What follows belongs to an exercise in optimizing a design on an open flow for small area; a production flow would make more cautious choices.
Function was checked by simulation only, so behaviour that the tests miss may differ from the original.
Power figures rest on the tool's default switching activity, not on a simulated workload.

## job 3935
## ofdm_tx_backend
module ofdm_tx_backend(
    input               clk             ,
    input               rst_n           ,
    input               Tx_Clr          ,
    input               Train_Start_En  ,
    input       [7:0]   Din_Re          ,
    input       [7:0]   Din_Im          ,
    input               Din_En          ,
    input       [5:0]   Din_Index       ,
    output reg  [7:0]   Dout_Re         ,
    output reg  [7:0]   Dout_Im         ,
    output reg          Dout_Vld
);
    wire [7:0]       Train_Im   ;
    wire [7:0]       Train_Re   ;
    wire             Train_Adv  ;
    wire [7:0]       Cp_Re      ;
    wire [7:0]       Cp_Im      ;
    wire             Cp_Vld     ;
    symbol_train  u_train (
        .clk                (clk            ),
        .rst_n              (rst_n          ),
        .Tx_Clr             (Tx_Clr         ),
        .Start_En           (Train_Start_En ),
        .Train_Im           (Train_Im       ),
        .Train_Re           (Train_Re       ),
        .Train_Adv          (Train_Adv      )
    );
    cp_add  u_cp_add(
  ...
For scale: about 1500 cells after synthesis, about 1100 flip-flops, about 44 I/O pins.
clock: 5.0 ns
lec_check: 0
cap_margin: 20
core_margin: 2
core_utilization: 40
gpl_timing_driven: 0
slew_margin: 20
standard.sh (not shown) runs the stock make flow with config.mk's settings and CLKGATE_MAP_FILE= SYNTH_SCRIPT=/design/flow/synth_recipe.tcl, a recipe that flattens the netlist after the stock synthesis.
==> flow/flow/run.sh <==
#!/bin/bash
# Own layout flow: the standard flow (standard.sh) with
#  - the standard synthesis script, except that ABC maps for area
#    (flow/abc_area.script) instead of delay; registers are untouched,
#  - clock tree synthesis without dummy loads,
#  - the smallest buffer on the input and output ports.
# Each tool's output goes to the ORFS logs under orfs/logs/; make's own
# output goes to flow_make.log here.
set -euo pipefail
W=$(pwd)

# synthesis script: synth_recipe.tcl with the ABC script replaced
{
  echo "proc abc {args} { set i [lsearch \$args -script]; lset args [expr {\$i+1}] $W/flow/abc_area.script; yosys abc {*}\$args }"
  cat "$W/synth_recipe.tcl"
} > "$W/flow_synth.tcl"
sed "s#$W/synth_recipe.tcl#$W/flow_synth.tcl#g" "$W/standard.sh" > "$W/flow_standard.sh"
grep -q flow_synth.tcl "$W/flow_standard.sh"

export CTS_ARGS="-sink_clustering_enable -repair_clock_nets -dont_use_dummy_load -sink_clustering_size 30 -sink_clustering_max_diameter 60"
export BUFFER_PORTS_ARGS="-buffer_cell sky130_fd_sc_hd__buf_1"

bash "$W/flow_standard.sh" > "$W/flow_make.log" 2>&1
==> flow/flow/abc_area.script <==
strash
&get -n
&deepsyn -T 20
&put
dch -f
amap
The inputs of job 3550 differ from those of job 3935 as listed below.
==> flow/run.sh (new file) <==
#!/bin/bash
# synth_recipe.tcl (not shown) runs the flow's synth.tcl, then flattens the netlist and writes it again
# the make line also repeats each setting of config.mk as NAME=value (left out here)
make -C /OpenROAD-flow-scripts/flow DESIGN_CONFIG=/design/flow/config.mk WORK_HOME=/design/flow/orfs CLKGATE_MAP_FILE= SYNTH_SCRIPT=/design/flow/synth_recipe.tcl finish
diff --git a/flow/config.mk b/flow/config.mk
--- a/flow/config.mk
+++ b/flow/config.mk
@@ -11 +11,2 @@
-export GPL_TIMING_DRIVEN = 0
+export CTS_CLUSTER_DIAMETER = 60
+export CTS_CLUSTER_SIZE = 30
removed: flow/flow/run.sh
removed: flow/flow/abc_area.script
removed: flow/standard.sh
--- outcome ---
Looking at end point of the critical path, the Dout_Im[7] result is from job 3550; the Dout_Re[6] one comes from job 3935.
For job 3550, the worst setup path startpoint was u_train.c[1], unlike job 3935, where it was u_train.c[0].
From job 3935 to job 3550 the numbers moved as follows: die outline width increased 4.1 um; global-route usage lost 0.29 points; leakage power summed over all cells rose about 6%.
diff inputs: job 3550 => job 2566
==> flow/flow/run.sh (new file) <==
#!/bin/bash
# Own layout flow: the standard flow (standard.sh) with
#  - the standard synthesis script, except that ABC maps for area
#    (flow/abc_area.script) instead of delay; registers are untouched,
#  - clock tree synthesis without dummy loads,
#  - the smallest buffer on the input and output ports.
# Each tool's output goes to the ORFS logs under orfs/logs/; make's own
# output goes to flow_make.log here.
set -euo pipefail
W=$(pwd)

# synthesis script: synth_recipe.tcl with the ABC script replaced
{
  echo "proc abc {args} { set i [lsearch \$args -script]; lset args [expr {\$i+1}] $W/flow/abc_area.script; yosys abc {*}\$args }"
  cat "$W/synth_recipe.tcl"
} > "$W/flow_synth.tcl"
sed "s#$W/synth_recipe.tcl#$W/flow_synth.tcl#g" "$W/standard.sh" > "$W/flow_standard.sh"
grep -q flow_synth.tcl "$W/flow_standard.sh"

export CTS_ARGS="-sink_clustering_enable -repair_clock_nets -dont_use_dummy_load -sink_clustering_size 30 -sink_clustering_max_diameter 60"
export BUFFER_PORTS_ARGS="-buffer_cell sky130_fd_sc_hd__buf_1"

bash "$W/flow_standard.sh" > "$W/flow_make.log" 2>&1
==> flow/flow/abc_area.script (new file) <==
strash
&get -n
&deepsyn -T 20
&put
dch -f
map -a
==> flow/standard.sh (new file) <==
#!/bin/bash
# synth_recipe.tcl (not shown) runs the flow's synth.tcl, then flattens the netlist and writes it again
# the make line also repeats each setting of config.mk as NAME=value (left out here)
make -C /OpenROAD-flow-scripts/flow DESIGN_CONFIG=/design/flow/config.mk WORK_HOME=/design/flow/orfs CLKGATE_MAP_FILE= SYNTH_SCRIPT=/design/flow/synth_recipe.tcl "${@:-finish}"
diff --git a/flow/config.mk b/flow/config.mk
--- a/flow/config.mk
+++ b/flow/config.mk
@@ -11,2 +10,0 @@
-export CTS_CLUSTER_DIAMETER = 60
-export CTS_CLUSTER_SIZE = 30
removed: flow/run.sh
Findings:
Compared with job 3550, job 2566 shows mean routed wirelength per cell that has gone up by a few percent. Going from job 3550 to job 2566, the overall track demand over capacity in global routing was found to have gone up by 0.48 points. Job 2566 vs job 3550 — core area dropped 2.6%. Job 2566: synthesized cell count lower than job 3550. Summary — number of clock buffers in the layout, job 2566 relative to job 3550: lower, by 1. NOTE die area job 3550->job 2566 decreased by a few percent. [job 2566 vs job 3550] die span in x: lower in job 2566. NOTE: total via count after detailed routing in job 2566 falls short of that of job 3550. From job 3550 to job 2566 the numbers moved as follows: count of non-filler cells in the finished layout decreased by about 2% relative to the old numbers, worst-margin pin slew increased by 0.017 ns relative to the old numbers, count of multi-input combinational gates decreased by 11% relative to the old numbers.
#### Input delta (job 4324 over job 2566)
==> flow/run.sh (new file) <==
#!/bin/bash
# synth_recipe.tcl (not shown) runs the flow's synth.tcl, then flattens the netlist and writes it again
# the make line also repeats each setting of config.mk as NAME=value (left out here)
make -C /OpenROAD-flow-scripts/flow DESIGN_CONFIG=/design/flow/config.mk WORK_HOME=/design/flow/orfs CLKGATE_MAP_FILE= SYNTH_SCRIPT=/design/flow/synth_recipe.tcl finish
diff --git a/flow/config.mk b/flow/config.mk
--- a/flow/config.mk
+++ b/flow/config.mk
@@ -10,0 +11,2 @@
+export CTS_CLUSTER_DIAMETER = 70
+export CTS_CLUSTER_SIZE = 35
removed: flow/flow/run.sh
removed: flow/flow/abc_area.script
removed: flow/standard.sh
### Flow results
The final design instance area without fill of job 4324 exceeds that of job 2566 by about 3%.
From job 4324 to job 2566, max-slew violation count did not move at all.
Diff job 2566 -> job 4324 | clock-buffer cell count | down by more than 10%
Wire length on met3: job 4324 vs job 2566 down 22%

[afterwards: timing with drivers on the ports]
How much do the figures lean on ideal ports? The routed layouts below were timed once more, with nothing changed but the port constraints.
Step 1 assumes that a clkbuf_16 drives the clock port and a buf_2 every other input.
Step 2 adds t to the input delays and takes it off the output delays; t is the mean of the earliest and latest rising clock arrival at the registers after step 1. Input paths then give back, and output paths get back, about the clock's delay inside the block.
Slacks: ideal ports / drivers / drivers and shift; pairs: ideal ports / drivers.
run	t, ns	slack for setup (ns)	latest minus earliest clock arrival (ns)	worst register clock-pin slew, ns	cell pins on the clock port's net
job 3935	0.621	0.325 / 0.325 / 0.325	0.117 / 0.116	0.10 / 0.10	1
job 3550	0.640	0.789 / 0.789 / 0.789	0.044 / 0.044	0.11 / 0.11	1
job 2566	0.617	0.773 / 0.773 / 0.773	0.113 / 0.113	0.10 / 0.10	1
job 4324	0.637	0.838 / 0.838 / 0.838	0.037 / 0.037	0.12 / 0.12	1
After both steps setup and hold are still met in every run listed.
